What follows belongs to an exercise in optimizing a design on an open flow for small area; a production flow would make more cautious choices. Only simulation tests tie the RTL to the original design; equivalence was not proved. Power is estimated from default activity; no workload was simulated. The clock port is modelled as an ideal driver; clocking choices that lean on that would not hold on a real chip.

## flow/flow/run.sh

```bash
#!/bin/bash
# Standard layout with smaller port buffers and a clock tree without dummy loads.
set -euo pipefail
export BUFFER_PORTS_ARGS="-buffer_cell sky130_fd_sc_hd__buf_1"
export CTS_ARGS="-sink_clustering_enable -repair_clock_nets -dont_use_dummy_load -buf_list {sky130_fd_sc_hd__clkbuf_4 sky130_fd_sc_hd__clkbuf_8} -sink_clustering_size 20 -sink_clustering_max_diameter 80"
bash standard.sh > standard.log 2>&1
```

## flow/standard.sh

```bash
#!/bin/bash
# synth_recipe.tcl (not shown) runs the flow's synth.tcl, then flattens the netlist and writes it again
# the make line also repeats each setting of config.mk as NAME=value (left out here)
make -C /OpenROAD-flow-scripts/flow DESIGN_CONFIG=/design/flow/config.mk WORK_HOME=/design/flow/orfs CLKGATE_MAP_FILE= SYNTH_SCRIPT=/design/flow/synth_recipe.tcl "${@:-finish}"
```

## flow/config.mk

```make
export PLATFORM = sky130hd
export DESIGN_NAME = uart_core
export DESIGN_NICKNAME = uart_core
export VERILOG_FILES = /design/flow/design.v
export SDC_FILE = /design/flow/constraint.sdc
export NUM_CORES = 4
export LEC_CHECK = 0
export CAP_MARGIN = 20
export CORE_MARGIN = 2
export CORE_UTILIZATION = 40
export SLEW_MARGIN = 20
```

## flow/constraint.sdc

```tcl
create_clock -name core_clock -period 20.0 [get_ports {clk}]
set_input_delay 4.0000 -clock core_clock [delete_from_list [all_inputs] [get_ports {clk}]]
set_output_delay 4.0000 -clock core_clock [all_outputs]
set_load 0.01 [all_outputs]
```

## flow/design.v

```verilog
module baud_gen (
    input  wire        clk,
    input  wire        rst_n,
    input  wire [15:0] i_divisor,
    output wire        rx_tick,
    output reg         tx_tick
);
    reg  [15:0] count;
    reg  [3:0]  tick_cnt;
    wire        reload = ~|count[15:1];
    assign rx_tick = reload & count[0];
    always @(posedge clk or negedge rst_n) begin
        if (!rst_n) begin
            count    <= 16'd0;
            tick_cnt <= 4'd0;
            tx_tick  <= 1'b0;
        end else begin
            count    <= reload ? i_divisor : count - 16'd1;
            if (rx_tick) tick_cnt <= tick_cnt + 4'd1;
            tx_tick  <= rx_tick & (tick_cnt == 4'd15);
        end
    end
endmodule
module fifo (
    input  wire       clk,
    input  wire       rst_n,
    input  wire       i_wr_en,
    input  wire [7:0] i_wr_data,
    input  wire       i_rd_en,
    input  wire [2:0] i_bit_sel,
    output wire       o_rd_bit,
    output wire [7:0] o_rd_data,
    output wire       o_full,
    output wire       o_almost_full,
    output wire       o_empty
);
    reg  [127:0] mem;
    reg  [4:0]   nq;
    wire [4:0]   head = ~nq;
    assign o_empty       = ~nq[4];
    assign o_full        = (nq == 5'd16);
    assign o_almost_full = nq[4] & (nq[3:0] < 4'd3);
    wire do_wr = i_wr_en & ~o_full;
    wire do_rd = i_rd_en & ~o_empty;
    always @(posedge clk)
        if (do_wr) mem <= {mem[119:0], i_wr_data};
    always @(posedge clk or negedge rst_n) begin
        if (!rst_n) nq <= 5'd0;
        else if (do_wr & ~do_rd) nq <= nq - 5'd1;
        else if (do_rd & ~do_wr) nq <= nq + 5'd1;
    end
    assign o_rd_data = mem[head[3:0]*8 +: 8];
    assign o_rd_bit  = mem[{head[3:0], i_bit_sel}];
endmodule
module uart_tx (
    input  wire       clk,
    input  wire       rst_n,
    input  wire       tx_tick,
    input  wire [1:0] i_num_bit_data,
    input  wire       i_parity_en,
    input  wire       i_parity_type,
    input  wire       i_data_bit,
    output wire [2:0] o_bit_sel,
    input  wire       i_tx_start,
    output wire       o_tx_done,
    input  wire       i_cts_n,
    output reg        o_tx_serial
);
    reg  [3:0] st;
    reg        parity;
    assign o_bit_sel = st[2:0];
    wire data_bit = i_data_bit;
    wire last     = st[3] & st[2] & (st[1:0] == i_num_bit_data);
    wire tx_line  = st[3] ? data_bit : (~st[1] | (st[0] & parity));
    assign o_tx_done = tx_tick & ((st == 4'b0011) | (last & ~i_parity_en));
    always @(posedge clk or negedge rst_n) begin
        if (!rst_n) begin
            st          <= 4'b0000;
            o_tx_serial <= 1'b1;
        end else begin
            o_tx_serial <= tx_line;
            if (st == 4'b0000) begin
                if (i_tx_start & ~i_cts_n) st <= 4'b0001;
            end else if (tx_tick) begin
                if (st == 4'b0001)      st <= 4'b0010;
                else if (st == 4'b0010) st <= 4'b1000;
                else if (st == 4'b0011) st <= 4'b0000;
                else if (last)          st <= i_parity_en ? 4'b0011 : 4'b0000;
                else                    st <= st + 4'd1;
            end
        end
    end
    always @(posedge clk) begin
        if (st[3:1] == 3'b000)     parity <= i_parity_type;
        else if (st[3] & tx_tick)  parity <= parity ^ data_bit;
    end
endmodule
module uart_rx (
    input  wire       clk,
    input  wire       rst_n,
    input  wire       rx_tick,
    input  wire [1:0] i_num_bit_data,
    input  wire       i_parity_en,
    input  wire       i_parity_type,
    input  wire       i_rx_serial,
    output reg  [7:0] o_data,
    output reg        o_rx_done,
    output wire       o_parity_err
);
    reg [1:0] sync_reg;
    reg [3:0] st;
    reg [3:0] tick_cnt;
    reg       parity;
    wire      rx   = sync_reg[1];
    wire      mid  = rx_tick & (tick_cnt == 4'd7);
    wire      endb = rx_tick & (tick_cnt == 4'd15);
    wire      last = st[2] & (st[1:0] == i_num_bit_data);
    wire [2:0] top = {1'b1, i_num_bit_data};
    assign o_parity_err = i_parity_en & (parity ^ i_parity_type) &
                          ((st == 4'b0010 && tick_cnt[3]) || st == 4'b0011 || o_rx_done);
    always @(posedge clk or negedge rst_n) begin
        if (!rst_n) begin
            sync_reg     <= 2'b11;
            st           <= 4'b0000;
            o_rx_done    <= 1'b0;
        end else begin
            sync_reg  <= {sync_reg[0], i_rx_serial};
            o_rx_done <= (st == 4'b0011) & endb;
            if (st == 4'b0000) begin
                if (!rx) st <= 4'b0001;
            end else if (endb) begin
                if (st == 4'b0001)      st <= 4'b1000;
                else if (st == 4'b0010) st <= 4'b0011;
                else if (st == 4'b0011) st <= 4'b0000;
                else if (last)          st <= i_parity_en ? 4'b0010 : 4'b0011;
                else                    st <= st + 4'd1;
            end
        end
    end
    wire [8:0] ext = {1'b0, o_data};
    integer i;
    always @(posedge clk) begin
        if (st == 4'b0000) begin
            tick_cnt <= 4'd0;
            parity   <= 1'b0;
        end else if (rx_tick) begin
            tick_cnt <= tick_cnt + 4'd1;
        end
        if ((st[3] || st == 4'b0010) && mid)
            parity <= parity ^ rx;
        if (st[3] && mid) begin
            for (i = 0; i < 8; i = i + 1)
                if (i == top)      o_data[i] <= rx;
                else if (i > top)  o_data[i] <= 1'b0;
                else               o_data[i] <= ext[i + 1];
        end
    end
endmodule
module uart_core (
    input  wire        clk,
    input  wire        rst_n,
    input  wire [15:0] i_divisor,
    input  wire [1:0]  i_num_bit_data,
    input  wire        i_parity_en,
    input  wire        i_parity_type,
    input  wire [7:0]  i_cpu_txd,
    input  wire        i_tx_wr,
    output wire        o_tx_full,
    output wire [7:0]  o_cpu_rxd,
    input  wire        i_rx_rd,
    output wire        o_rx_empty,
    output wire        o_parity_err,
    output wire        o_pedev_txd,
    input  wire        i_pedev_rxd,
    input  wire        i_cts_n,
    output wire        o_rts_n
);
    wire       tx_tick, rx_tick;
    wire       tx_bit;
    wire [2:0] tx_bit_sel;
    wire       tx_fifo_empty;
    wire       tx_done_tick;
    wire [7:0] rx_data_out;
    wire       rx_done_tick;
    baud_gen u_baud_gen (
        .clk(clk), .rst_n(rst_n), .i_divisor(i_divisor),
        .rx_tick(rx_tick), .tx_tick(tx_tick)
    );
    fifo u_tx_fifo (
        .clk(clk), .rst_n(rst_n),
        .i_wr_en(i_tx_wr), .i_wr_data(i_cpu_txd),
        .i_rd_en(tx_done_tick), .o_rd_data(), .i_bit_sel(tx_bit_sel), .o_rd_bit(tx_bit),
        .o_full(o_tx_full), .o_almost_full(), .o_empty(tx_fifo_empty)
    );
    uart_tx u_uart_tx (
        .clk(clk), .rst_n(rst_n), .tx_tick(tx_tick),
        .i_num_bit_data(i_num_bit_data), .i_parity_en(i_parity_en),
        .i_parity_type(i_parity_type),
        .i_data_bit(tx_bit), .o_bit_sel(tx_bit_sel), .i_tx_start(!tx_fifo_empty), .o_tx_done(tx_done_tick),
        .i_cts_n(i_cts_n), .o_tx_serial(o_pedev_txd)
    );
    uart_rx u_uart_rx (
        .clk(clk), .rst_n(rst_n), .rx_tick(rx_tick),
        .i_num_bit_data(i_num_bit_data), .i_parity_en(i_parity_en),
        .i_parity_type(i_parity_type), .i_rx_serial(i_pedev_rxd),
        .o_data(rx_data_out), .o_rx_done(rx_done_tick), .o_parity_err(o_parity_err)
    );
    fifo u_rx_fifo (
        .clk(clk), .rst_n(rst_n),
        .i_wr_en(rx_done_tick), .i_wr_data(rx_data_out),
        .i_rd_en(i_rx_rd), .o_rd_data(o_cpu_rxd), .i_bit_sel(3'd0), .o_rd_bit(),
        .o_full(), .o_almost_full(o_rts_n), .o_empty(o_rx_empty)
    );
endmodule
```

==> results of run 1 <==
[worst max-delay path, cell delays in order]
cell and delay [ns]:
buf_1 0.11, xor2_1 0.14, nand2_1 0.06, nor2_1 0.09
buf_1 0.17
[synth_stat cells, drive strengths merged (10+ instances only)]
cell / count / share of area, %
a21oi: 25 / 0.97
buf: 11 / 0.54
clkbuf: 20 / 0.58
dfrtp: 40 / 7.8
edfxtp: 266 / 62
ha: 19 / 1.8
inv: 20 / 0.58
mux2i: 13 / 1.0
mux4: 69 / 12
nand2: 32 / 0.93
nor2: 43 / 1.3
nor3: 10 / 0.39
o21ai: 20 / 0.78
xnor2: 21 / 1.4
xor2: 14 / 0.95
[final cells by class]
cell class / instances / area share [%]
repair buffers: 57 / 1.86
clock buffers: 20 / 2.00
well taps: 402 / 3.65
flip-flops and latches: 313 / 66.3
inverters: 20 / 0.544
multi-input cells: 358 / 25.6
[per-stage QoR]
stage / hold slack [ns] / std cells / total power [uW] / setup WS, ns / cell area (sq um)
5_1_grt: 0.372 / 1170 / 1520 / 11.34 / 13800
3_5_place_dp: 0.347 / 1150 / 1180 / 11.44 / 13500
2_1_floorplan: 0.345 / 722 / 1100 / 8.39 / 12900
6_report: 0.366 / 1170 / 1440 / 11.43 / 13800
3_3_place_gp: 0.346 / 1150 / 1180 / 11.44 / 13500
4_1_cts: 0.365 / 1170 / 1460 / 11.43 / 13800
[final timing paths]
path                                       startpoint               endpoint  slack (ns)  cells past startpoint
worst max register to register        u_tx_fifo.nq[0]        u_tx_fifo.nq[4]       16.39                     13
min in group asynchronous                       rst_n    u_uart_rx.o_rx_done        3.50                      2
worst min-delay path            u_uart_rx.sync_reg[0]  u_uart_rx.sync_reg[1]        0.37                      0
worst max-delay path                    i_parity_type           o_parity_err       11.43                      5
worst min register to register  u_uart_rx.sync_reg[0]  u_uart_rx.sync_reg[1]        0.37                      0
max in group asynchronous                       rst_n        u_uart_tx.st[0]       16.07                      2
[power groups by stage]
stage	registers (uW)	clock network (uW)	logic [uW]
after floorplan	839	0	259
after global placement	870	0	309
after detailed placement	873	0	310
after CTS	858	290	312
after global routing	869	311	336
final	856	277	304
[placed cells by master (no fill, tap or decap), drive strengths merged, types with 3 or more instances in the layout]
master / instances
o21ai: 20
dfxtp: 4
nand2: 32
or3: 3
dfstp: 3
mux2i: 13
a22oi: 4
nand3b: 3
a21o: 7
nand3: 7
nand2b: 4
nor4: 7
xnor2: 21
xor2: 14
clkbuf: 21
a21oi: 25
a31oi: 4
inv: 20
buf: 56
nor3: 10
edfxtp: 266
nand4: 6
o22ai: 4
nor2b: 7
ha: 19
nor2: 43
mux2: 5
dfrtp: 40
mux4: 69
[metal layers]
layer | share of wire, % | routed length, microns
met2 | 46 | 9590
met5 | 0 | 0
met4 | 1.1 | 231
met3 | 4.4 | 916
met1 | 48 | 10000
[logic make-up (layout without fill, tap and decap cells)]
family | Yosys count | after routing
compound gates | 81 | 81
xor+xnor | 35 | 35
fa+ha+maj | 21 | 21
buf+inv | 51 | 97
flops | 313 | 313
mux | 87 | 87
simple gates | 134 | 134
==> metrics.md, run 1 <==
| Metric | Value |
|---|---|
| Status | `complete, no violations` |
| LEAKAGE | `0.00461 uW` |
| Area of the mapped netlist | `0.0129 sq mm` |
| Largest net degree at the start of global routing | `71` |
| Mux share of post-synthesis cell area | `13.5%` |
| Crit path max fanout | `2` |
| DIE WIDTH | `184 microns` |
| Row cnt | `65` |
| Netlist cell types | `60` |
| Core Area | `0.0316 sq mm` |
| Post-synthesis sequential area ratio | `70.9%` |
| TNS Setup | `0 ns` |
| Final-report hold violation count | `0` |
| Routability cong. | `0.755` |
| GRT met3 Usage | `2.34%` |
| Peak Freq | `117 MHz` |
| Avg Inst Size Synth | `around 18 sq um` |
| Worst setup EP type | `primary output` |
| Initial core utilization | `between 40% and 50%` |
| Initial antenna violation count | `0` |
| H-tree levels | `1` |
| Synth Register Bits | `~310` |
| DR WL/cell | `17.8 microns` |
| Drt drc | `0` |
| Largest family of logic cells by synthesized area | `multiplexers` |
| Ys Warns | `4` |
| Layout cells sized above 1 | `16.4%` |
| # IOs | `47` |
| Setup Fix Bufs, Post-CTS | `0` |
| Post-Synth Adder-Cell Area | `under 10%` |
| Clock transition at path regs | `0.12 ns` |
| Drt total wl | `just over 20,000 microns` |
| GR peak layer | `met2` |
| Final period utilization | `about 43%` |
| Worst-margin pin slew | `0.926 ns` |
| Via density per instance | `about 5.3` |
| Remaining global-route overflow | `0` |
| Clk network pwr share | `19.3%` |
| Final ANT Viol Nets | `0` |
| Final setup violating endpoints | `0` |
| Fillers | `2,753` |
| Post-CTS Resized | `0` |
| Max Slew Vio Count | `0` |
| CTS Buffer Depth | `3` |
| Final Util | `43.6%` |
| Tmin final | `8.57 ns` |
| Area of the multi-input gates | `0.00354 sq mm` |
| Startpoint class of the critical path | `input pin` |
| Port bufs | `46` |
| Biggest regs | `u_rx_fifo.mem: 128 flops, u_tx_fifo.mem: 128 flops, u_baud_gen.count: 16 flops` |
| Cts hold-fix bufs | `0` |
| Simple logic cell fraction of the synthesized area | `5.41%` |
| Vias in the first global route | `6,477` |
| Switching part of the total power | `27.6%` |
| Number of CTS-inserted buffers | `20` |
| Post-synth net total | `just under 800` |
| Asr flop ratio synth | `between 10 and 15%` |
| Predominant post-synthesis flop cell | `edfxtp_1` |
| CP Class | `input pin to primary output` |
| Internal power | `1040 uW` |
| Max-cap violations | `0` |
| Post-synth EDFFs | `266` |
| GRT Total Usage | `12.7%` |
| Worst clock skew | `0.0678 ns` |
| CTS Sinks | `approximately 310` |
| Area grow syn2layout | `6.99%` |
| Global-route wire length before repair | `around 34,000 microns` |
| FF+latch area | `0.00915 sq mm` |
| Worst min-delay path class | `flop to flop` |
| Total die area | `about 0.034 sq mm` |
| DP Wirelength | `13,000 microns` |
| Required @ worst endpoint | `16.00 ns` |
| Cell count after synthesis | `722` |
| Worst slew margin | `38.1%` |
| Clock latency on the worst-skew pair | `about 0.56 ns` |
| Drt first-iter violations | `540` |
| Logic pwr share | `21.1%` |
| Ant diodes | `0` |
| Synth Area in Compound Gates | `3.92%` |
| Die Height | `184 microns` |
| Final #Nets | `825` |
| Sequential power share | `59.6%` |
| CTS Root Cell | `clkbuf_8` |
| Post-Synth XOR/XNOR Area | `2.38%` |
| P_sw | `397 uW` |
| Via count | `6,228` |
| RSZ-0062 raised after global routing | `no` |
| Peak VDD IR | `0.0000585 V` |
| Met2 usage | `20.0%` |
| Pwr/cell area | `between 100 and 150 mW/mm^2` |
| 1st-pass router iterations | `4` |
| M1 GR Usage | `a little under a fifth` |
| Worst EP arrival | `4.57 ns` |
| CTS tree | `built` |
==> run 2: changes to the inputs <==
==> flow/flow/run.sh (replaced) <==
#!/bin/bash
# Standard layout with smaller port buffers and a clock tree without dummy loads.
set -euo pipefail
export BUFFER_PORTS_ARGS="-buffer_cell sky130_fd_sc_hd__buf_1"
export CTS_ARGS="-sink_clustering_enable -repair_clock_nets -dont_use_dummy_load -buf_list {sky130_fd_sc_hd__clkbuf_16} -sink_clustering_size 36 -sink_clustering_max_diameter 100"
bash standard.sh > standard.log 2>&1
--- a/flow/config.mk
+++ b/flow/config.mk
@@ -8,4 +8,4 @@
 export CAP_MARGIN = 20
 export CORE_MARGIN = 2
-export CORE_UTILIZATION = 40
+export CORE_UTILIZATION = 65
 export SLEW_MARGIN = 20
==> metrics.md, run 2 <==
| Metric | Value |
|---|---|
| Status | `complete, no violations` |
| Peak VDD IR | `0.000102 V (+74%)` |
| TNS Setup | `0 ns (unchanged)` |
| Core Area | `0.0195 sq mm (-38%)` |
| Avg Inst Size Synth | `17.9 sq um (unchanged)` |
| Port bufs | `46 (unchanged)` |
| Drt first-iter violations | `454 (-16%)` |
| Row cnt | `51 (-22%)` |
| Top cells by count, synth | `edfxtp_1, mux4_2, nor2_1` |
| Via count | `6,313 (+1.4%)` |
| Total die area | `0.0210 sq mm (-38%)` |
| Synth Register Bits | `313 (unchanged)` |
| Clock transition at path regs | `0.12 ns (about the same)` |
| DP Wirelength | `13,300 microns (+2.0%)` |
| Number of CTS-inserted buffers | `12 (-40%)` |
| Ys Warns | `4 (unchanged)` |
| Final ANT Viol Nets | `0 (unchanged)` |
| Post-synth EDFFs | `266 (unchanged)` |
| Area grow syn2layout | `5.82%` |
| Synth top area cells | `edfxtp_1, mux4_2, dfrtp_1` |
| CTS Root Cell | `clkbuf_16` |
| Die Height | `145 microns (-21%)` |
| Reg2Reg Launch Point | `u_tx_fifo.nq[0]` |
| Max-cap violations | `0 (unchanged)` |
| Biggest regs | `u_rx_fifo.mem: 128 flops, u_tx_fifo.mem: 128 flops, u_baud_gen.count: 16 flops` |
| Drt total wl | `20,100 microns (-3.1%)` |
| Top-area cell type share of the netlist area | `61.9% (unchanged)` |
| CP Class | `input pin to primary output` |
| Ant diodes | `0 (unchanged)` |
| RSZ-0062 raised after global routing | `no` |
| CTS Buffer Depth | `3 (unchanged)` |
| Final period utilization | `43.2% (+0.34 points)` |
| Initial core utilization | `66.3% (+25 points)` |
| Predominant post-synthesis flop cell | `edfxtp_1` |
| Crit path max fanout | `2 (unchanged)` |
| Clock latency on the worst-skew pair | `0.49 ns (-0.07 ns)` |
| DIE WIDTH | `145 microns (-21%)` |
| Via density per instance | `6.17 (+16%)` |
| Post-CTS Resized | `0 (unchanged)` |
| Max Slew Vio Count | `0 (unchanged)` |
| Pwr/cell area | `106 mW/mm^2 (+1.7%)` |
| CTS Sinks | `313 (unchanged)` |
| Most frequent cells in the layout | `edfxtp_1, mux4_2, buf_1` |
| Drt drc | `0 (unchanged)` |
| Worst slew margin | `37.3% (-0.79 points)` |
| Worst setup EP type | `primary output` |
| FF-to-FF End | `u_tx_fifo.nq[4]` |
| Cts hold-fix bufs | `0 (unchanged)` |
| Post-synth net total | `777 (unchanged)` |
| GRT met3 Usage | `2.86% (+0.53 points)` |
| Setup Fix Bufs, Post-CTS | `0 (unchanged)` |
| Area of the mapped netlist | `0.0129 sq mm (unchanged)` |
| Peak Freq | `116 MHz (-0.78%)` |
| Met2 usage | `32.2% (+12 points)` |
| Largest area contributor in the synthesized netlist | `edfxtp_1` |
| Final-report hold violation count | `0 (unchanged)` |
| Startpoint class of the critical path | `input pin` |
| M1 GR Usage | `29.7% (+11 points)` |
| Tmin final | `8.64 ns (+0.0675 ns)` |
| Global-route wire length before repair | `32,700 microns (-5.1%)` |
| Commonest non-fill, non-tap cell in the layout | `edfxtp_1` |
| H-tree levels | `1 (unchanged)` |
| 1st-pass router iterations | `4 (unchanged)` |
| Final #Nets | `816 (-1.1%)` |
| DR WL/cell | `19.7 microns (+11%)` |
| Remaining global-route overflow | `0 (unchanged)` |
| Worst setup path startpoint | `i_parity_type` |
| Worst Setup EP | `o_parity_err` |
| Worst Hold Margin | `0.367 ns (+0.00192 ns)` |
| Initial antenna violation count | `0 (unchanged)` |
| Final setup violating endpoints | `0 (unchanged)` |
| Worst clock skew | `0.0477 ns (-0.0201 ns)` |
| Worst-margin pin slew | `0.940 ns (+0.0141 ns)` |
| GRT Total Usage | `20.0% (+7.3 points)` |
| Worst EP arrival | `4.64 ns (+0.07 ns)` |
| CTS tree | `built` |
| LEAKAGE | `0.00461 uW (about the same)` |
| Vias in the first global route | `6,408 (-1.1%)` |
| GR peak layer | `met2` |
| Asr flop ratio synth | `13.7% (unchanged)` |
| Routability cong. | `0.875 (+16%)` |
| R2r setup slk | `16.39 ns (about the same)` |
| Most common cell in the netlist | `edfxtp_1` |
| # IOs | `47 (unchanged)` |
| Layout cells sized above 1 | `15.4% (-0.99 points)` |
| Required @ worst endpoint | `16.00 ns (about the same)` |
| Worst min-delay path class | `flop to flop` |
| Largest net degree at the start of global routing | `92 (+30%)` |
| Cell count after synthesis | `722 (unchanged)` |
| Netlist cell types | `60 (unchanged)` |
| Cell depth of the worst flop-to-flop path | `13 (unchanged)` |
| Hold Crit Start | `u_uart_rx.sync_reg[0]` |
| Post-synthesis sequential area ratio | `70.9% (unchanged)` |
run 2: cell counts after synthesis:
Identical to the previous run, type by type.
run 2: worst min path at each step:
| stage | to | slack, ns | depth (start not counted) |
|---|---|---|---|
| floorplan | u_uart_rx.sync_reg[1] | 0.35 | 0 |
| global placement | u_uart_rx.sync_reg[1] | 0.35 | 0 |
| detailed placement | u_uart_rx.sync_reg[1] | 0.35 | 0 |
| CTS | u_uart_rx.sync_reg[1] | 0.37 | 0 |
| global route | u_uart_rx.sync_reg[1] | 0.37 | 0 |
| finish | u_uart_rx.sync_reg[1] | 0.37 | 0 |
run 2: cell families (layout without fill, tap and decap cells):
logic type / Yosys count / count (layout) / synth area share (%)
muxes: 87 / 87 / 13.5
AOI/OAI and AO/OA: 81 / 81 / 3.92
buffers and inverters: 51 / 88 / 1.71
and+or+nand+nor: 134 / 134 / 5.41
DFF: 313 / 313 / 70.9
adders and majority gates: 21 / 21 / 2.15
xor gates and xnor gates: 35 / 35 / 2.38
run 2: metal layers:
metal	vias up	wire, microns
met3	29	874
met1	3229	9060
li1	2896	-
met5	-	0
met2	159	9740
met4	0	463
run 2: area by class of cell:
cell class	count	area, sq um
clock buffers	12	300
fillers	1287	5820
inverters	20	75.1
multi-input cells	358	3540
flip-flops and latches	313	9150
well taps	265	332
repair buffers	56	253
run 2: worst max-delay path, cell delays in order:
cell and delay [ns]:
buf_1 0.14, xor2_1 0.16, nand2_1 0.09, nor2_1 0.08, buf_1 0.17
run 2: power by group:
group / internal [uW] / switching (uW) / leakage (uW)
registers: 789 / 71.1 / 0.00302
logic: 160 / 142 / 0.00145
clock network: 110 / 173 / 0.000148
run 2: per-stage QoR:
step           cells  setup WS [ns]  utilization, %  cell area (sq um)  total power, uW
6_report        1024          11.36            70.1              13600             1440
5_1_grt         1024          11.29            70.1              13600             1520
3_5_place_dp    1012          11.36            68.6              13300             1180
3_3_place_gp    1012          11.38            68.6              13300             1170
2_1_floorplan    722           8.39               -              12900             1100
4_1_cts         1024          11.36            70.1              13600             1460
==> run 3: changes to the inputs <==
==> flow/flow/run.sh (replaced) <==
#!/bin/bash
# Standard layout with smaller port buffers and a clock tree without dummy loads.
set -euo pipefail
export BUFFER_PORTS_ARGS="-buffer_cell sky130_fd_sc_hd__buf_1"
export CTS_ARGS="-sink_clustering_enable -repair_clock_nets -dont_use_dummy_load -buf_list {sky130_fd_sc_hd__clkbuf_8} -sink_clustering_size 18 -sink_clustering_max_diameter 60"
bash standard.sh > standard.log 2>&1
==> metrics.md, run 3 <==
| Metric | Value |
|---|---|
| Status | `complete, no violations` |
| Ant diodes | `0 (unchanged)` |
| Most frequent cells in the layout | `edfxtp_1, mux4_2, buf_1` |
| Routability cong. | `0.875 (unchanged)` |
| Cell depth of the worst flop-to-flop path | `13 (unchanged)` |
| CP Class | `input pin to primary output` |
| Predominant post-synthesis flop cell | `edfxtp_1` |
| Total die area | `0.0210 sq mm (unchanged)` |
| Required @ worst endpoint | `16.00 ns (about the same)` |
| Largest area contributor in the synthesized netlist | `edfxtp_1` |
| Top cells by count, synth | `edfxtp_1, mux4_2, nor2_1` |
| Cts hold-fix bufs | `0 (unchanged)` |
| P_sw | `393 uW (+1.8%)` |
| FF-to-FF End | `u_tx_fifo.nq[4]` |
| Max Slew Vio Count | `0 (unchanged)` |
| Port bufs | `46 (unchanged)` |
| Vias in the first global route | `6,530 (+1.9%)` |
| Final-report hold violation count | `0 (unchanged)` |
| Cell mode on critical path | `buf_1` |
| Area grow syn2layout | `6.05%` |
| Cell count after synthesis | `722 (unchanged)` |
| CTS Root Cell | `clkbuf_8` |
| Row cnt | `51 (unchanged)` |
| Switching part of the total power | `27.1% (+0.39 points)` |
| H-tree levels | `1 (unchanged)` |
| Worst slew margin | `37.1% (-0.25 points)` |
| Drt drc | `0 (unchanged)` |
| Worst hold path depth | `0 (unchanged)` |
| Worst min-delay path class | `flop to flop` |
| Setup Fix Bufs, Post-CTS | `0 (unchanged)` |
| WHS Endpoint | `u_uart_rx.sync_reg[1]` |
| Worst-margin pin slew | `0.944 ns (+0.00380 ns)` |
| Avg Inst Size Synth | `17.9 sq um (unchanged)` |
| Sequential power share | `59.4% (-0.2 points)` |
| Commonest non-fill, non-tap cell in the layout | `edfxtp_1` |
| Drt total wl | `20,400 microns (+1.5%)` |
| Top-area cell type share of the netlist area | `61.9% (unchanged)` |
| Global-route wire length before repair | `33,000 microns (+1.1%)` |
| Final #Nets | `828 (+1.5%)` |
| Ys Warns | `4 (unchanged)` |
| Number of CTS-inserted buffers | `24 (+12)` |
| Worst Hold Margin | `0.359 ns (-0.00887 ns)` |
| Remaining global-route overflow | `0 (unchanged)` |
| Fillers | `1,289 (+0.16%)` |
| CP peak stage delay | `0.17 ns (about the same)` |
| Asr flop ratio synth | `13.7% (unchanged)` |
| DIE WIDTH | `145 microns (unchanged)` |
| Biggest regs | `u_rx_fifo.mem: 128 flops, u_tx_fifo.mem: 128 flops, u_baud_gen.count: 16 flops` |
| Initial core utilization | `66.3% (unchanged)` |
| Post-synth EDFFs | `266 (unchanged)` |
| Worst path buffer plus inverter count | `2 (unchanged)` |
| Initial antenna violation count | `0 (unchanged)` |
| Clk network pwr share | `19.7% (+0.2 points)` |
| RSZ-0062 raised after global routing | `no` |
| Final period utilization | `43.2% (about the same)` |
| CTS tree | `built` |
| Netlist cell types | `60 (unchanged)` |
| Max-cap violations | `0 (unchanged)` |
| Peak VDD IR | `0.0000757 V (-26%)` |
| Synth Register Bits | `313 (unchanged)` |
| Post-CTS Resized | `0 (unchanged)` |
| Synth top area cells | `edfxtp_1, mux4_2, dfrtp_1` |
| Largest net degree at the start of global routing | `92 (unchanged)` |
| Startpoint class of the critical path | `input pin` |
| Pwr/cell area | `106 mW/mm^2 (+0.15%)` |
| Layout cells sized above 1 | `16.7% (+1.3 points)` |
| R2r setup slk | `16.39 ns (about the same)` |
| Logic pwr share | `20.9% (about the same)` |
| Crit path max fanout | `2 (unchanged)` |
| Area of the mapped netlist | `0.0129 sq mm (unchanged)` |
| Post-synth net total | `777 (unchanged)` |
| Core Area | `0.0195 sq mm (unchanged)` |
| Internal power | `1060 uW (-0.16%)` |
| Via count | `6,378 (+1.0%)` |
| GRT Total Usage | `20.3% (+0.23 points)` |
| Power Total | `1450 uW (+0.38%)` |
| Post-synthesis sequential area ratio | `70.9% (unchanged)` |
| Hold Crit Start | `u_uart_rx.sync_reg[0]` |
| Crit-path slowest cell | `buf_1` |
| Final ANT Viol Nets | `0 (unchanged)` |
| Worst EP arrival | `4.64 ns (about the same)` |
| Worst clock skew | `0.0536 ns (+0.00593 ns)` |
| Clock latency on the worst-skew pair | `0.55 ns (+0.06 ns)` |
| Crit-path cells | `buf_1 > xor2_1 > nand2_1 > nor2_1 > buf_1` |
| Worst setup EP type | `primary output` |
| Peak Freq | `116 MHz (about the same)` |
| # IOs | `47 (unchanged)` |
| CTS Buffer Depth | `3 (unchanged)` |
| CP delay by family, top | `buffers and inverters` |
| TNS Setup | `0 ns (unchanged)` |
| Drt first-iter violations | `468 (+3.1%)` |
| Clock transition at path regs | `0.06 ns (-0.06 ns)` |
| Final setup violating endpoints | `0 (unchanged)` |
| Tmin final | `8.64 ns (+0.00670 ns)` |
| Reg2Reg Launch Point | `u_tx_fifo.nq[0]` |
| DR WL/cell | `19.7 microns (+0.29%)` |
| Most common cell in the netlist | `edfxtp_1` |
| DP Wirelength | `13,300 microns (unchanged)` |
| 1st-pass router iterations | `5 (+1)` |
| LEAKAGE | `0.00463 uW (+0.54%)` |
| Die Height | `145 microns (unchanged)` |
| Via density per instance | `6.16 (-0.14%)` |
| CTS Sinks | `313 (unchanged)` |
| Final Util | `70.3% (+0.15 points)` |
## run 3: cell counts after synthesis
Identical to the previous run, type by type.
## run 3: kinds of logic (layout without fill, tap and decap cells)
| family | after synthesis | in the layout | synth area share, % |
|---|---|---|---|
| flops | 313 | 313 | 70.9 |
| simple gates | 134 | 134 | 5.41 |
| mux | 87 | 87 | 13.5 |
| compound gates | 81 | 81 | 3.92 |
| buf+inv | 51 | 100 | 1.71 |
| xor+xnor | 35 | 35 | 2.38 |
| fa+ha+maj | 21 | 21 | 2.15 |
## run 3: worst max-delay path by stage
stage / start / to / depth (start not counted) / slack, ns
4_1_cts: i_parity_type / o_parity_err / 5 / 11.36
5_1_grt: i_parity_type / o_parity_err / 5 / 11.29
2_1_floorplan: i_tx_wr / u_tx_fifo.nq[4] / 10 / 8.39
6_report: i_parity_type / o_parity_err / 5 / 11.36
3_3_place_gp: i_parity_type / o_parity_err / 5 / 11.38
3_5_place_dp: i_parity_type / o_parity_err / 5 / 11.36
## run 3: through the flow
stage / instance area, sq um / worst slack (ns) / std cells
finish: 13700 / 11.36 / 1036
global route: 13700 / 11.29 / 1036
CTS: 13700 / 11.36 / 1036
detailed placement: 13300 / 11.36 / 1012
global placement: 13300 / 11.38 / 1012
floorplan: 12900 / 8.39 / 722
## run 3: layout make-up
cell class,count,area (sq um),area share (%)
tap,265,332,2.42
multi-input combinational,358,3540,25.9
sequential,313,9150,66.9
inverter,20,75.1,0.549
timing repair buffer,56,253,1.85
clock buffer,24,330,2.42
## run 3: metal layers
layer  global-route usage (%)  part of all wire, %  vias up
li1                         -                    -     2913
met1                     29.5                   44     3250
met2                     32.8                   48      185
met3                     3.36                  5.0       30
met4                     5.06                  2.1        0
met5                        0                    0        -
## run 3: power groups by stage
stage	sequential (uW)	combinational, uW	clock (uW)
global route	872	331	322
detailed placement	876	305	0
floorplan	839	259	0
CTS	861	307	299
global placement	870	296	0
finish	862	302	286
## run 3: worst register-to-register path, stage by stage, from the launching register on
cell     delay (ns)
dfrtp_1        0.72
inv_1          0.29
and4_1         0.32
nor2b_4        0.11
buf_4          0.53
ha_1           0.37
inv_1          0.12
fa_1           0.41
inv_1          0.08
a21o_1         0.11
a21oi_1        0.07
xnor2_1        0.14
nor2_1         0.06
xor2_1         0.14
==> run 4: changes to the inputs <==
--- a/flow/design.v
+++ b/flow/design.v
@@ -105,5 +105,5 @@
     input  wire       i_rx_serial,
     output reg  [7:0] o_data,
-    output reg        o_rx_done,
+    output wire       o_rx_done,
     output wire       o_parity_err
 );
@@ -117,4 +117,6 @@
     wire      last = st[2] & (st[1:0] == i_num_bit_data);
     wire [2:0] top = {1'b1, i_num_bit_data};
+    wire      idle = ~st[3] & ~st[1] & ~st[0];
+    assign o_rx_done = st[2] & ~st[3];
     assign o_parity_err = i_parity_en & (parity ^ i_parity_type) &
                           ((st == 4'b0010 && tick_cnt[3]) || st == 4'b0011 || o_rx_done);
@@ -123,14 +125,12 @@
             sync_reg     <= 2'b11;
             st           <= 4'b0000;
-            o_rx_done    <= 1'b0;
         end else begin
             sync_reg  <= {sync_reg[0], i_rx_serial};
-            o_rx_done <= (st == 4'b0011) & endb;
-            if (st == 4'b0000) begin
-                if (!rx) st <= 4'b0001;
+            if (idle) begin
+                st <= rx ? 4'b0000 : 4'b0001;
             end else if (endb) begin
                 if (st == 4'b0001)      st <= 4'b1000;
                 else if (st == 4'b0010) st <= 4'b0011;
-                else if (st == 4'b0011) st <= 4'b0000;
+                else if (st == 4'b0011) st <= 4'b0100;
                 else if (last)          st <= i_parity_en ? 4'b0010 : 4'b0011;
                 else                    st <= st + 4'd1;
@@ -141,5 +141,5 @@
     integer i;
     always @(posedge clk) begin
-        if (st == 4'b0000) begin
+        if (idle) begin
             tick_cnt <= 4'd0;
             parity   <= 1'b0;
==> metrics.md, run 4 <==
| Metric | Value |
|---|---|
| Status | `complete, no violations` |
| Ant diodes | `0 (unchanged)` |
| Final #Nets | `835 (+0.85%)` |
| DP Wirelength | `13,600 microns (+2.4%)` |
| Synth top area cells | `edfxtp_1, mux4_2, dfrtp_1` |
| Top-area cell type share of the netlist area | `61.9% (about the same)` |
| Biggest regs | `u_rx_fifo.mem: 128 flops, u_tx_fifo.mem: 128 flops, u_baud_gen.count: 16 flops` |
| Total die area | `0.0210 sq mm (about the same)` |
| Vias in the first global route | `6,587 (+0.87%)` |
| Post-synth net total | `794 (+2.2%)` |
| RSZ-0062 raised after global routing | `no` |
| Worst setup EP type | `primary output` |
| Via count | `6,529 (+2.4%)` |
| Cell count after synthesis | `740 (+2.5%)` |
| Area grow syn2layout | `5.63%` |
| 1st-pass router iterations | `5 (unchanged)` |
| Netlist cell types | `63 (+5.0%)` |
| Switching part of the total power | `28.5% (+1.4 points)` |
| Crit-path cells | `buf_1 > xnor2_1 > nor4b_1 > buf_1` |
| Final setup violating endpoints | `0 (unchanged)` |
| Port bufs | `46 (unchanged)` |
| # IOs | `47 (unchanged)` |
| Most common cell in the netlist | `edfxtp_1` |
| CTS tree | `built` |
| Layout cells sized above 1 | `14.1% (-2.6 points)` |
| H-tree levels | `1 (unchanged)` |
| Final period utilization | `43.2% (about the same)` |
| Required @ worst endpoint | `16.00 ns (about the same)` |
| Avg Inst Size Synth | `17.4 sq um (-2.3%)` |
| Final ANT Viol Nets | `0 (unchanged)` |
| Largest area contributor in the synthesized netlist | `edfxtp_1` |
| Most frequent cells in the layout | `edfxtp_1, mux4_2, buf_1` |
| Drt total wl | `20,900 microns (+2.5%)` |
| Sequential power share | `60.3% (+0.9 points)` |
| Cell mode on critical path | `buf_1` |
| CTS Sinks | `312 (-0.32%)` |
| Die Height | `145 microns (about the same)` |
| TNS Setup | `0 ns (unchanged)` |
| Clock transition at path regs | `0.09 ns (+0.03 ns)` |
| Synth Register Bits | `312 (-0.32%)` |
| Startpoint class of the critical path | `input pin` |
| Peak Freq | `116 MHz (about the same)` |
| Clock latency on the worst-skew pair | `0.54 ns (about the same)` |
| Largest net degree at the start of global routing | `95 (+3.3%)` |
| Initial core utilization | `66.3% (about the same)` |
| Worst clock skew | `0.0214 ns (-0.0323 ns)` |
| Routability cong. | `0.886 (+1.2%)` |
| P_sw | `505 uW (+29%)` |
| CTS Root Cell | `clkbuf_8` |
| Crit path max fanout | `2 (unchanged)` |
| Power Total | `1770 uW (+22%)` |
| Clk network pwr share | `15.6% (-4.1 points)` |
| Worst slew margin | `32.0% (-5.1 points)` |
| Number of CTS-inserted buffers | `22 (-8.3%)` |
| Top cells by count, synth | `edfxtp_1, mux4_2, dfrtp_1` |
| CP Class | `input pin to primary output` |
| CTS Buffer Depth | `3 (unchanged)` |
| CP peak stage delay | `0.23 ns (+0.06 ns)` |
| Via density per instance | `6.25 (+1.6%)` |
| Worst EP arrival | `4.64 ns (about the same)` |
| Global-route wire length before repair | `34,400 microns (+4.1%)` |
| Cts hold-fix bufs | `0 (unchanged)` |
| DR WL/cell | `20.1 microns (+1.7%)` |
| Final-report hold violation count | `0 (unchanged)` |
| Row cnt | `51 (unchanged)` |
| Internal power | `1270 uW (+20%)` |
| Asr flop ratio synth | `13.5% (-0.28 points)` |
| Post-synthesis sequential area ratio | `70.7% (-0.26 points)` |
| Crit-path slowest cell | `nor4b_1` |
| Tmin final | `8.64 ns (-0.00650 ns)` |
| GRT Total Usage | `20.5% (+0.21 points)` |
| Predominant post-synthesis flop cell | `edfxtp_1` |
| Remaining global-route overflow | `0 (unchanged)` |
| Drt drc | `0 (unchanged)` |
| Drt first-iter violations | `598 (+28%)` |
| Post-CTS Resized | `0 (unchanged)` |
| Worst-margin pin slew | `1.02 ns (+0.0767 ns)` |
| Peak VDD IR | `0.0000697 V (-8.0%)` |
| Ys Warns | `4 (unchanged)` |
| Area of the mapped netlist | `0.0129 sq mm (about the same)` |
| Setup Fix Bufs, Post-CTS | `0 (unchanged)` |
| CP delay by family, top | `buffers and inverters` |
| Max Slew Vio Count | `0 (unchanged)` |
| Worst min-delay path class | `flop to flop` |
| Worst path buffer plus inverter count | `2 (unchanged)` |
| Max-cap violations | `0 (unchanged)` |
| Initial antenna violation count | `0 (unchanged)` |
| Logic pwr share | `24.1% (+3.2 points)` |
| Commonest non-fill, non-tap cell in the layout | `edfxtp_1` |
| LEAKAGE | `0.00474 uW (+2.2%)` |
| DIE WIDTH | `145 microns (about the same)` |
| Core Area | `0.0195 sq mm (unchanged)` |
| Pwr/cell area | `130 mW/mm^2 (+23%)` |
| Post-synth EDFFs | `266 (unchanged)` |
## run 4: stage by stage
step | std cells | worst slack [ns] | cell area (sq um) | util [%] | hold WS [ns]
final | 1044 | 11.36 | 13600 | 70.1 | 0.362
after global routing | 1044 | 11.30 | 13600 | 70.1 | 0.366
after CTS | 1044 | 11.35 | 13600 | 70.0 | 0.364
after detailed placement | 1022 | 11.36 | 13300 | 68.5 | 0.350
after global placement | 1022 | 11.37 | 13300 | 68.5 | 0.349
after floorplan | 740 | 6.95 | 12900 | - | 0.345
## run 4: cells by family after synthesis
| group | count (synthesis) | share of synthesized area [%] |
|---|---|---|
| AND/OR/NAND/NOR | 130 | 5.33 |
| flip-flops | 312 | 70.7 |
| AO/OA/AOI/OAI | 89 | 4.41 |
| buffers and inverters | 59 | 1.91 |
| multiplexers | 96 | 13.3 |
| adder cells (fa/ha/maj) | 20 | 2.06 |
| XOR/XNOR | 34 | 2.31 |
## run 4: worst register-to-register path, cell delays in order, from the launching register on
cell	delay [ns]
dfrtp_1	0.60
or2_2	0.46
nor4b_1	0.69
nor2b_4	0.06
buf_4	0.33
ha_1	0.35
inv_1	0.12
fa_1	0.23
inv_1	0.07
a21o_1	0.17
a21oi_1	0.17
xnor2_1	0.14
nor2_1	0.07
xor2_1	0.15
## run 4: routing by layer
| metal | part of all wire (%) | global-route usage (%) |
|---|---|---|
| met5 | 0 | 0 |
| met4 | 1.6 | 3.86 |
| met3 | 5.7 | 3.30 |
| met2 | 48 | 32.6 |
| met1 | 44 | 31.0 |
## run 4: path summary, 6_finish.rpt
| kind | to | cells after the start | slack (ns) | from |
|---|---|---|---|---|
| worst max register to register | u_tx_fifo.nq[4] | 13 | 16.29 | u_tx_fifo.nq[1] |
| worst max-delay path | o_parity_err | 4 | 11.36 | i_parity_type |
| max in group asynchronous | u_uart_tx.st[1] | 1 | 15.77 | rst_n |
| worst min-delay path | u_uart_rx.sync_reg[1] | 0 | 0.36 | u_uart_rx.sync_reg[0] |
| worst min register to register | u_uart_rx.sync_reg[1] | 0 | 0.36 | u_uart_rx.sync_reg[0] |
| min in group asynchronous | u_baud_gen.count[10] | 1 | 3.59 | rst_n |
## run 4: area by class of cell
type                       instances  area (sq um)
multi-input combinational        369          3550
sequential                       312          9130
tap                              265           332
timing repair buffer              55           245
fill                            1263          5830
inverter                          21          78.8
clock buffer                      22           303
## run 4: power by group through the flow
stage               Combinational (uW)  Clock [uW]  Sequential [uW]
CTS                                433         289             1070
floorplan                          350           0             1040
detailed placement                 431           0             1080
finish                             428         276             1070
global placement                   415           0             1060
global route                       467         310             1100
==> run 5: changes to the inputs <==
==> flow/flow/run.sh (replaced) <==
#!/bin/bash
# Standard layout with smaller port buffers and a clock tree without dummy loads.
set -euo pipefail
export BUFFER_PORTS_ARGS="-buffer_cell sky130_fd_sc_hd__buf_1"
export CTS_ARGS="-sink_clustering_enable -repair_clock_nets -dont_use_dummy_load -buf_list {sky130_fd_sc_hd__clkbuf_8} -sink_clustering_size 22 -sink_clustering_max_diameter 40"
bash standard.sh > standard.log 2>&1
==> metrics.md, run 5 <==
| Metric | Value |
|---|---|
| Status | `complete, no violations` |
| Routed wl met3 | `1090 microns (-9.1%)` |
| Biggest regs | `u_rx_fifo.mem: 128 flops, u_tx_fifo.mem: 128 flops, u_baud_gen.count: 16 flops` |
| Largest net degree at the start of global routing | `95 (unchanged)` |
| Required @ worst endpoint | `16.00 ns (about the same)` |
| Setup Fix Bufs, Post-CTS | `0 (unchanged)` |
| Port bufs | `46 (unchanged)` |
| Initial antenna violation count | `0 (unchanged)` |
| H-tree levels | `2 (+1)` |
| Cts hold-fix bufs | `0 (unchanged)` |
| Post-place instance area | `0.0133 sq mm (unchanged)` |
| Post-synthesis sequential area ratio | `70.7% (unchanged)` |
| Pwr/cell area | `134 mW/mm^2 (+3.0%)` |
| CTS tree | `built` |
| Worst-margin pin slew | `1.02 ns (+0.000231 ns)` |
| Max-cap violations | `0 (unchanged)` |
| Number of CTS-inserted buffers | `36 (+64%)` |
| Met1 wire length | `9470 microns (+2.0%)` |
| Avg Inst Size Synth | `17.4 sq um (unchanged)` |
| R2r setup slk | `16.24 ns (-0.05 ns)` |
| Area of the multi-input gates | `0.00355 sq mm (unchanged)` |
| Final-report hold violation count | `0 (unchanged)` |
| Area of the mapped netlist | `0.0129 sq mm (unchanged)` |
| Crit-path slowest cell | `nor4b_1` |
| Synth Register Bits | `312 (unchanged)` |
| Most frequent cells in the layout | `edfxtp_1, mux4_2, buf_1` |
| Commonest non-fill, non-tap cell in the layout | `edfxtp_1` |
| Via count | `6,564 (+0.54%)` |
| Worst slew margin | `31.9% (about the same)` |
| CTS Root Cell | `clkbuf_8` |
| 1st-pass router iterations | `5 (unchanged)` |
| Netlist cell types | `63 (unchanged)` |
| Worst min-delay path class | `flop to flop` |
| Post-synth EDFFs | `266 (unchanged)` |
| Row cnt | `51 (unchanged)` |
| WL met2 | `10,300 microns (+1.6%)` |
| DR top layer | `met4` |
| Worst EP arrival | `4.63 ns (about the same)` |
| Final period utilization | `43.2% (about the same)` |
| Top cells by count, synth | `edfxtp_1, mux4_2, dfrtp_1` |
| CP delay by family, top | `buffers and inverters` |
| Global-route wire length before repair | `34,700 microns (+0.82%)` |
| Reg2Reg Launch Point | `u_tx_fifo.nq[1]` |
| Worst path buffer plus inverter count | `2 (unchanged)` |
| Tmin final | `8.63 ns (-0.00170 ns)` |
| Post-synth net total | `794 (unchanged)` |
| Vias in the first global route | `6,728 (+2.1%)` |
| Top-area cell type share of the netlist area | `61.9% (unchanged)` |
| CP peak stage delay | `0.22 ns (about the same)` |
| Clock transition at path regs | `0.05 ns (-0.04 ns)` |
| Final instance area | `0.0138 sq mm (+1.4%)` |
| Remaining global-route overflow | `0 (unchanged)` |
| Total die area | `0.0210 sq mm (unchanged)` |
| Most common cell in the netlist | `edfxtp_1` |
| # IOs | `47 (unchanged)` |
| Die Height | `145 microns (unchanged)` |
| CP Class | `input pin to primary output` |
| Peak Freq | `116 MHz (about the same)` |
| Area grow syn2layout | `7.12%` |
| DR WL/cell | `20.0 microns (-0.25%)` |
| Cell count after synthesis | `740 (unchanged)` |
| Largest area contributor in the synthesized netlist | `edfxtp_1` |
| DIE WIDTH | `145 microns (unchanged)` |
| Drt drc | `0 (unchanged)` |
| Predominant post-synthesis flop cell | `edfxtp_1` |
| Fillers | `1,245 (-1.4%)` |
| Worst clock skew | `0.0474 ns (+0.0260 ns)` |
| Startpoint class of the critical path | `input pin` |
| Peak VDD IR | `0.0000650 V (-6.7%)` |
| DP Wirelength | `13,600 microns (unchanged)` |
| Worst setup EP type | `primary output` |
| Cell mode on critical path | `buf_1` |
| Final ANT Viol Nets | `0 (unchanged)` |
| Layout cells sized above 1 | `15.6% (+1.5 points)` |
| FF+latch area | `0.00913 sq mm (unchanged)` |
| Final setup violating endpoints | `0 (unchanged)` |
| Post-CTS Resized | `0 (unchanged)` |
| Worst setup path startpoint | `i_parity_type` |
| Asr flop ratio synth | `13.5% (unchanged)` |
| RSZ-0062 raised after global routing | `no` |
| GRT Total Usage | `20.8% (+0.32 points)` |
| Initial core utilization | `66.3% (unchanged)` |
| CTS Buffer Depth | `3 (unchanged)` |
| Crit path max fanout | `2 (unchanged)` |
| Synth top area cells | `edfxtp_1, mux4_2, dfrtp_1` |
| Power Total | `1850 uW (+4.4%)` |
| Drt first-iter violations | `489 (-18%)` |
| Routability cong. | `0.886 (unchanged)` |
| Max Slew Vio Count | `0 (unchanged)` |
| Ys Warns | `4 (unchanged)` |
| LEAKAGE | `0.00484 uW (+2.1%)` |
| Crit-path cells | `buf_1 > xnor2_1 > nor4b_1 > buf_1` |
| Hold Crit Start | `u_uart_rx.sync_reg[0]` |
| TNS Setup | `0 ns (unchanged)` |
| CTS Sinks | `312 (unchanged)` |
| Drt total wl | `21,200 microns (+1.1%)` |
| Via density per instance | `6.20 (-0.79%)` |
| Ant diodes | `0 (unchanged)` |
| Core Area | `0.0195 sq mm (unchanged)` |
| Clock latency on the worst-skew pair | `0.52 ns (-0.02 ns)` |
| Final #Nets | `849 (+1.7%)` |
-- run 5: final timing paths --
check                                             end  cells after the start
min in group asynchronous             u_rx_fifo.nq[0]                      1
worst min register to register  u_uart_rx.sync_reg[1]                      0
worst min-delay path            u_uart_rx.sync_reg[1]                      0
worst max-delay path                     o_parity_err                      4
max in group asynchronous             u_uart_tx.st[1]                      1
worst max register to register        u_tx_fifo.nq[4]                     13
-- run 5: worst reg2reg max path, cell delays in order (launching register included) --
cell     delay (ns)
dfrtp_1        0.60
or2_2          0.47
nor4b_1        0.70
nor2b_4        0.06
buf_4          0.33
ha_1           0.35
inv_1          0.13
fa_1           0.24
inv_1          0.07
a21o_1         0.17
a21oi_1        0.17
xnor2_1        0.15
nor2_1         0.07
xor2_1         0.15
-- run 5: per-layer routing --
layer / up-vias / GRT usage (%)
met5: - / 0
met2: 190 / 32.8
met3: 29 / 3.74
li1: 2997 / -
met1: 3348 / 30.7
met4: 0 / 5.74
-- run 5: logic make-up after synthesis --
family	Yosys count	synth area share (%)
muxes	96	13.3
xor gates and xnor gates	34	2.31
AOI/OAI and AO/OA	89	4.41
and+or+nand+nor	130	5.33
adders and majority gates	20	2.06
DFF	312	70.7
buffers and inverters	59	1.91
-- run 5: where the power goes --
part	switching (uW)	internal (uW)	total, uW
registers	122	949	1070
clock network	192	160	352
logic	207	222	428
total	521	1330	1850
-- run 5: final cells by class --
type / instances / area share (%)
multi-input cells: 369 / 25.7
well taps: 265 / 2.40
inverters: 21 / 0.570
repair buffers: 55 / 1.77
flip-flops and latches: 312 / 66.0
clock buffers: 36 / 3.58
-- run 5: metrics by stage --
stage / worst slack [ns] / instances / util, % / hold slack (ns)
after floorplan: 6.95 / 740 / - / 0.345
after global placement: 11.37 / 1022 / 68.5 / 0.349
after detailed placement: 11.36 / 1022 / 68.5 / 0.350
after CTS: 11.35 / 1058 / 71.0 / 0.358
after global routing: 11.30 / 1058 / 71.0 / 0.359
final: 11.37 / 1058 / 71.0 / 0.356
==> run 6: changes to the inputs <==
==> flow/flow/run.sh (replaced) <==
#!/bin/bash
# Standard layout with smaller port buffers and a clock tree without dummy loads.
set -euo pipefail
export BUFFER_PORTS_ARGS="-buffer_cell sky130_fd_sc_hd__buf_1"
export CTS_ARGS="-sink_clustering_enable -repair_clock_nets -dont_use_dummy_load -buf_list {sky130_fd_sc_hd__clkbuf_8} -sink_clustering_size 20 -sink_clustering_max_diameter 50"
bash standard.sh > standard.log 2>&1
==> metrics.md, run 6 <==
| Metric | Value |
|---|---|
| Status | `complete, no violations` |
| Die Height | `145 microns (unchanged)` |
| Crit-path slowest cell | `nor4b_1` |
| Worst EP arrival | `4.63 ns (about the same)` |
| Drt total wl | `21,100 microns (-0.47%)` |
| Global-route wire length before repair | `34,500 microns (-0.32%)` |
| Pwr/cell area | `132 mW/mm^2 (-1.6%)` |
| Worst path buffer plus inverter count | `2 (unchanged)` |
| Initial core utilization | `66.3% (unchanged)` |
| Via count | `6,518 (-0.70%)` |
| Avg Inst Size Synth | `17.4 sq um (unchanged)` |
| Cell count after synthesis | `740 (unchanged)` |
| CTS tree | `built` |
| Worst-margin pin slew | `1.01 ns (-0.0135 ns)` |
| Final setup violating endpoints | `0 (unchanged)` |
| Drt first-iter violations | `617 (+26%)` |
| H-tree levels | `1 (-1)` |
| Ant diodes | `0 (unchanged)` |
| Required @ worst endpoint | `16.00 ns (about the same)` |
| Post-synthesis sequential area ratio | `70.7% (unchanged)` |
| Crit-path cells | `buf_1 > xnor2_1 > nor4b_1 > buf_1` |
| Ys Warns | `4 (unchanged)` |
| Post-CTS Resized | `0 (unchanged)` |
| Top-area cell type share of the netlist area | `61.9% (unchanged)` |
| Asr flop ratio synth | `13.5% (unchanged)` |
| Core Area | `0.0195 sq mm (unchanged)` |
| 1st-pass router iterations | `5 (unchanged)` |
| Layout cells sized above 1 | `14.8% (-0.86 points)` |
| Remaining global-route overflow | `0 (unchanged)` |
| M1 GR Usage | `30.8% (+0.085 points)` |
| Crit path max fanout | `2 (unchanged)` |
| Tmin final | `8.63 ns (+0.000100 ns)` |
| Top cells by count, synth | `edfxtp_1, mux4_2, dfrtp_1` |
| Most common cell in the netlist | `edfxtp_1` |
| GRT met3 Usage | `3.46% (-0.28 points)` |
| Worst clock skew | `0.0463 ns (-0.00108 ns)` |
| Post-synth EDFFs | `266 (unchanged)` |
| Synth Register Bits | `312 (unchanged)` |
| Setup Fix Bufs, Post-CTS | `0 (unchanged)` |
| Area grow syn2layout | `6.27%` |
| Cts hold-fix bufs | `0 (unchanged)` |
| Largest area contributor in the synthesized netlist | `edfxtp_1` |
| Worst slew margin | `32.8% (+0.90 points)` |
| Worst Hold Margin | `0.361 ns (+0.00481 ns)` |
| CTS Root Cell | `clkbuf_8` |
| Area of the mapped netlist | `0.0129 sq mm (unchanged)` |
| Netlist cell types | `63 (unchanged)` |
| Port bufs | `46 (unchanged)` |
| Most frequent cells in the layout | `edfxtp_1, mux4_2, buf_1` |
| Worst min-delay path class | `flop to flop` |
| Routability cong. | `0.886 (unchanged)` |
| Cell mode on critical path | `buf_1` |
| Clock transition at path regs | `0.08 ns (+0.03 ns)` |
| Via density per instance | `6.21 (about the same)` |
| Peak Freq | `116 MHz (about the same)` |
| Row cnt | `51 (unchanged)` |
| Worst setup EP type | `primary output` |
| Final ANT Viol Nets | `0 (unchanged)` |
| Largest net degree at the start of global routing | `95 (unchanged)` |
| Startpoint class of the critical path | `input pin` |
| Max-cap violations | `0 (unchanged)` |
| DR WL/cell | `20.1 microns (+0.29%)` |
| Drt drc | `0 (unchanged)` |
| Final period utilization | `43.2% (about the same)` |
| Biggest regs | `u_rx_fifo.mem: 128 flops, u_tx_fifo.mem: 128 flops, u_baud_gen.count: 16 flops` |
| # IOs | `47 (unchanged)` |
| Predominant post-synthesis flop cell | `edfxtp_1` |
| CP Class | `input pin to primary output` |
| Commonest non-fill, non-tap cell in the layout | `edfxtp_1` |
| Met2 usage | `32.9% (+0.12 points)` |
| LEAKAGE | `0.00478 uW (-1.2%)` |
| Initial antenna violation count | `0 (unchanged)` |
| Worst setup path startpoint | `i_parity_type` |
| CP peak stage delay | `0.22 ns (about the same)` |
| Hold Crit Start | `u_uart_rx.sync_reg[0]` |
| GRT Total Usage | `20.5% (-0.24 points)` |
| Post-synth net total | `794 (unchanged)` |
| DIE WIDTH | `145 microns (unchanged)` |
| Max Slew Vio Count | `0 (unchanged)` |
| CP delay by family, top | `buffers and inverters` |
| Synth top area cells | `edfxtp_1, mux4_2, dfrtp_1` |
| Reg2Reg Launch Point | `u_tx_fifo.nq[1]` |
| Peak VDD IR | `0.0000718 V (+10%)` |
| Vias in the first global route | `6,656 (-1.1%)` |
| Final #Nets | `841 (-0.94%)` |
| GR peak layer | `met2` |
| DP Wirelength | `13,600 microns (unchanged)` |
| CTS Sinks | `312 (unchanged)` |
| Final-report hold violation count | `0 (unchanged)` |
| Total die area | `0.0210 sq mm (unchanged)` |
| Fillers | `1,265 (+1.6%)` |
| Clock latency on the worst-skew pair | `0.57 ns (+0.05 ns)` |
| RSZ-0062 raised after global routing | `no` |
| CTS Buffer Depth | `3 (unchanged)` |
| Number of CTS-inserted buffers | `28 (-22%)` |
| TNS Setup | `0 ns (unchanged)` |
-- run 6: metal layers --
metal / routed length, microns / share of wire, %
met1: 9320 / 44
met4: 337 / 1.6
met3: 1210 / 5.7
met2: 10200 / 48
met5: 0 / 0
-- run 6: path summary, 6_finish.rpt --
| kind | to | slack (ns) | cells past startpoint |
|---|---|---|---|
| setup / recovery | o_parity_err | 11.37 | 4 |
| hold / removal | u_uart_rx.sync_reg[1] | 0.36 | 0 |
| setup reg to reg | u_tx_fifo.nq[4] | 16.24 | 13 |
| hold reg to reg | u_uart_rx.sync_reg[1] | 0.36 | 0 |
| max in group asynchronous | u_rx_fifo.nq[0] | 15.77 | 1 |
| min in group asynchronous | u_baud_gen.count[9] | 3.56 | 1 |
-- run 6: metrics by stage --
| stage | instance area [sq um] | setup slack [ns] | std cells | utilization, % | total power, uW |
|---|---|---|---|---|---|
| floorplan | 12900 | 6.95 | 740 | - | 1390 |
| global placement | 13300 | 11.37 | 1022 | 68.5 | 1480 |
| detailed placement | 13300 | 11.36 | 1022 | 68.5 | 1520 |
| CTS | 13700 | 11.35 | 1050 | 70.5 | 1830 |
| global route | 13700 | 11.30 | 1050 | 70.5 | 1910 |
| finish | 13700 | 11.37 | 1050 | 70.5 | 1810 |
-- run 6: cells by family (layout without fill, tap and decap cells) --
kind of cell | Yosys count | after routing | share of synthesized area, %
compound gates | 89 | 89 | 4.41
xor+xnor | 34 | 34 | 2.31
fa+ha+maj | 20 | 20 | 2.06
buf+inv | 59 | 104 | 1.91
flops | 312 | 312 | 70.7
mux | 96 | 96 | 13.3
simple gates | 130 | 130 | 5.33
-- run 6: area by class of cell --
class / count / area [sq um] / area share (%)
Clock buffer: 28 / 385 / 2.81
Tap cell: 265 / 332 / 2.42
Timing Repair Buffer: 55 / 245 / 1.79
Multi-Input combinational cell: 369 / 3550 / 25.9
Sequential cell: 312 / 9130 / 66.5
Inverter: 21 / 78.8 / 0.575
-- run 6: worst register-to-register path, cell delays in order (launching register included) --
cell	delay, ns
dfrtp_1	0.59
or2_2	0.46
nor4b_1	0.72
nor2b_4	0.06
buf_4	0.33
ha_1	0.35
inv_1	0.13
fa_1	0.23
inv_1	0.07
a21o_1	0.17
a21oi_1	0.17
xnor2_1	0.14
nor2_1	0.07
xor2_1	0.15
-- run 6: power breakdown --
group | leakage (uW) | switching [uW] | total, uW | internal [uW]
clock network | 0.000201 | 185 | 309 | 124
logic | 0.00140 | 207 | 428 | 222
registers | 0.00318 | 122 | 1070 | 948
total | 0.00478 | 513 | 1810 | 1290
==> run 7: changes to the inputs <==
==> flow/flow/run.sh (replaced) <==
#!/bin/bash
# Standard layout with smaller port buffers and a clock tree without dummy loads.
set -euo pipefail
export BUFFER_PORTS_ARGS="-buffer_cell sky130_fd_sc_hd__buf_1"
export CTS_ARGS="-sink_clustering_enable -repair_clock_nets -dont_use_dummy_load -buf_list {sky130_fd_sc_hd__clkbuf_16} -sink_clustering_size 30 -sink_clustering_max_diameter 60"
bash standard.sh > standard.log 2>&1
==> metrics.md, run 7 <==
| Metric | Value |
|---|---|
| Status | `complete, no violations` |
| CTS tree | `built` |
| Global-route wire length before repair | `34,500 microns (-0.24%)` |
| Ys Warns | `4 (unchanged)` |
| Worst min-delay path class | `flop to flop` |
| CTS Buffer Depth | `3 (unchanged)` |
| Max-cap violations | `0 (unchanged)` |
| DIE WIDTH | `145 microns (unchanged)` |
| DP Wirelength | `13,600 microns (unchanged)` |
| Final #Nets | `833 (-0.95%)` |
| Worst-margin pin slew | `1.02 ns (+0.00828 ns)` |
| Post-synthesis sequential area ratio | `70.7% (unchanged)` |
| Top cells by count, synth | `edfxtp_1, mux4_2, dfrtp_1` |
| Initial core utilization | `66.3% (unchanged)` |
| Biggest regs | `u_rx_fifo.mem: 128 flops, u_tx_fifo.mem: 128 flops, u_baud_gen.count: 16 flops` |
| LEAKAGE | `0.00483 uW (+0.94%)` |
| Worst clock skew | `0.0252 ns (-0.0211 ns)` |
| Drt first-iter violations | `624 (+1.1%)` |
| Worst EP arrival | `4.63 ns (about the same)` |
| Area grow syn2layout | `7.16%` |
| Final setup violating endpoints | `0 (unchanged)` |
| Total die area | `0.0210 sq mm (unchanged)` |
| H-tree levels | `1 (unchanged)` |
| Top-area cell type share of the netlist area | `61.9% (unchanged)` |
| Setup Fix Bufs, Post-CTS | `0 (unchanged)` |
| Post-place instance area | `0.0133 sq mm (unchanged)` |
| FF+latch area | `0.00913 sq mm (unchanged)` |
| Peak VDD IR | `0.0000809 V (+13%)` |
| 1st-pass router iterations | `5 (unchanged)` |
| Commonest non-fill, non-tap cell in the layout | `edfxtp_1` |
| Worst hold path depth | `0 (unchanged)` |
| Via density per instance | `6.24 (+0.55%)` |
| Initial antenna violation count | `0 (unchanged)` |
| Fillers | `1,242 (-1.8%)` |
| Clock latency on the worst-skew pair | `0.51 ns (-0.06 ns)` |
| Post-CTS Resized | `0 (unchanged)` |
| Required @ worst endpoint | `16.00 ns (about the same)` |
| Predominant post-synthesis flop cell | `edfxtp_1` |
| GRT Total Usage | `20.6% (+0.053 points)` |
| Core Area | `0.0195 sq mm (unchanged)` |
| Final-report hold violation count | `0 (unchanged)` |
| Power Total | `1860 uW (+3.1%)` |
| Cell depth of the worst flop-to-flop path | `13 (unchanged)` |
| Worst setup EP type | `primary output` |
| CTS Root Cell | `clkbuf_16` |
| Drt total wl | `21,100 microns (+0.17%)` |
| Pre-CTS WS | `11.36 ns (unchanged)` |
| Post-synth net total | `794 (unchanged)` |
| CP Class | `input pin to primary output` |
| Remaining global-route overflow | `0 (unchanged)` |
| Area of the multi-input gates | `0.00355 sq mm (unchanged)` |
| Asr flop ratio synth | `13.5% (unchanged)` |
| Cell count after synthesis | `740 (unchanged)` |
| Most common cell in the netlist | `edfxtp_1` |
| # IOs | `47 (unchanged)` |
| RSZ-0062 raised after global routing | `no` |
| Area of the mapped netlist | `0.0129 sq mm (unchanged)` |
| Routability cong. | `0.886 (unchanged)` |
| Largest area contributor in the synthesized netlist | `edfxtp_1` |
| DR WL/cell | `20.3 microns (+0.94%)` |
| Final instance area | `0.0138 sq mm (+0.84%)` |
| Synth Register Bits | `312 (unchanged)` |
| Worst slew margin | `32.3% (-0.55 points)` |
| Largest net degree at the start of global routing | `95 (unchanged)` |
| R2r setup slk | `16.27 ns (+0.03 ns)` |
| Final period utilization | `43.2% (about the same)` |
| Final ANT Viol Nets | `0 (unchanged)` |
| Layout cells sized above 1 | `13.9% (-0.88 points)` |
| Crit path max fanout | `2 (unchanged)` |
| Netlist cell types | `63 (unchanged)` |
| Final setup margin | `11.37 ns (+0.000200 ns)` |
| Clock transition at path regs | `0.06 ns (-0.02 ns)` |
| Die Height | `145 microns (unchanged)` |
| Drt drc | `0 (unchanged)` |
| Most frequent cells in the layout | `edfxtp_1, mux4_2, buf_1` |
| Post-synth EDFFs | `266 (unchanged)` |
| Port bufs | `46 (unchanged)` |
| Via count | `6,504 (-0.21%)` |
| Ant diodes | `0 (unchanged)` |
| CTS Sinks | `312 (unchanged)` |
| Row cnt | `51 (unchanged)` |
| Number of CTS-inserted buffers | `20 (-29%)` |
| Max Slew Vio Count | `0 (unchanged)` |
| Cts hold-fix bufs | `0 (unchanged)` |
| Vias in the first global route | `6,585 (-1.1%)` |
| Peak Freq | `116 MHz (about the same)` |
| Tmin final | `8.63 ns (-0.000200 ns)` |
| Pwr/cell area | `135 mW/mm^2 (+2.3%)` |
| TNS Setup | `0 ns (unchanged)` |
| Synth top area cells | `edfxtp_1, mux4_2, dfrtp_1` |
| Startpoint class of the critical path | `input pin` |
| Avg Inst Size Synth | `17.4 sq um (unchanged)` |
## run 7: stage by stage
step                hold WS, ns  std cells  utilization, %
floorplan                 0.345        740               -
global placement          0.349       1022            68.5
detailed placement        0.350       1022            68.5
CTS                       0.360       1042            71.1
global route              0.361       1042            71.1
finish                    0.358       1042            71.1
## run 7: worst paths after layout
| kind | startpoint | endpoint |
|---|---|---|
| min reg2reg | u_uart_rx.sync_reg[0] | u_uart_rx.sync_reg[1] |
| min | u_uart_rx.sync_reg[0] | u_uart_rx.sync_reg[1] |
| max | i_parity_type | o_parity_err |
| max reg2reg | u_tx_fifo.nq[1] | u_tx_fifo.nq[4] |
| min in group asynchronous | rst_n | u_rx_fifo.nq[1] |
| max in group asynchronous | rst_n | u_uart_tx.st[1] |
## run 7: where the power goes
part	leakage (uW)	switching, uW	total (uW)	internal [uW]
clock	0.000246	188	365	178
sequential	0.00318	123	1070	948
combinational	0.00140	206	428	222
total	0.00483	517	1860	1350
## run 7: logic make-up (layout without fill, tap and decap cells)
group	after synthesis	in the layout	synth area share (%)
xor gates and xnor gates	34	34	2.31
DFF	312	312	70.7
adders and majority gates	20	20	2.06
and+or+nand+nor	130	130	5.33
AOI/OAI and AO/OA	89	89	4.41
muxes	96	96	13.3
buffers and inverters	59	96	1.91
## run 7: per-layer routing
layer,track usage [%],vias to the layer above,part of all wire [%]
li1,-,2968,-
met1,30.6,3328,45
met2,32.9,172,48
met3,3.33,36,4.9
met4,5.00,0,2.1
met5,0,-,0
## run 7: worst max-delay path, cell delays in order
cell and delay (ns):
buf_1 0.10, xnor2_1 0.13, nor4b_1 0.22, buf_1 0.19
## run 7: area by class of cell
type / instances / area share [%]
Clock buffer: 20 / 3.62
Inverter: 21 / 0.570
Multi-Input combinational cell: 369 / 25.7
Sequential cell: 312 / 66.0
Tap cell: 265 / 2.40
Timing Repair Buffer: 55 / 1.77

==> port drivers added, routing unchanged <==
How much do the figures lean on ideal ports? The routed layouts below were timed once more, with nothing changed but the port constraints. Step 1 sets driving cells, clkbuf_16 on the clock port and buf_2 on the other inputs (assumed; they add their load-dependent delay and slew). Step 2 times the ports against the registers' clock, not the clock port: input delays grow and output delays shrink by t, the midpoint of the rising clock arrivals with the driver on. Three values: ideal ports, drivers, drivers and shift; two values: the first two.
| run | t, ns | setup WS [ns] | clock arrival spread, ns |
|---|---|---|---|
| run 1 | 0.570 | 11.432 / 11.408 / 11.408 | 0.070 / 0.069 |
| run 2 | 0.513 | 11.365 / 11.343 / 11.343 | 0.048 / 0.048 |
| run 3 | 0.564 | 11.358 / 11.336 / 11.336 | 0.064 / 0.063 |
| run 4 | 0.566 | 11.365 / 11.345 / 11.345 | 0.027 / 0.027 |
| run 5 | 0.542 | 11.366 / 11.347 / 11.347 | 0.056 / 0.056 |
| run 6 | 0.592 | 11.366 / 11.347 / 11.347 | 0.054 / 0.054 |
| run 7 | 0.551 | 11.366 / 11.347 / 11.347 | 0.029 / 0.029 |
After both steps setup and hold are still met in every run listed. The setup slack of run 1, which loses most, moves by -0.024 ns with the drivers and by -0.024 ns with both steps.
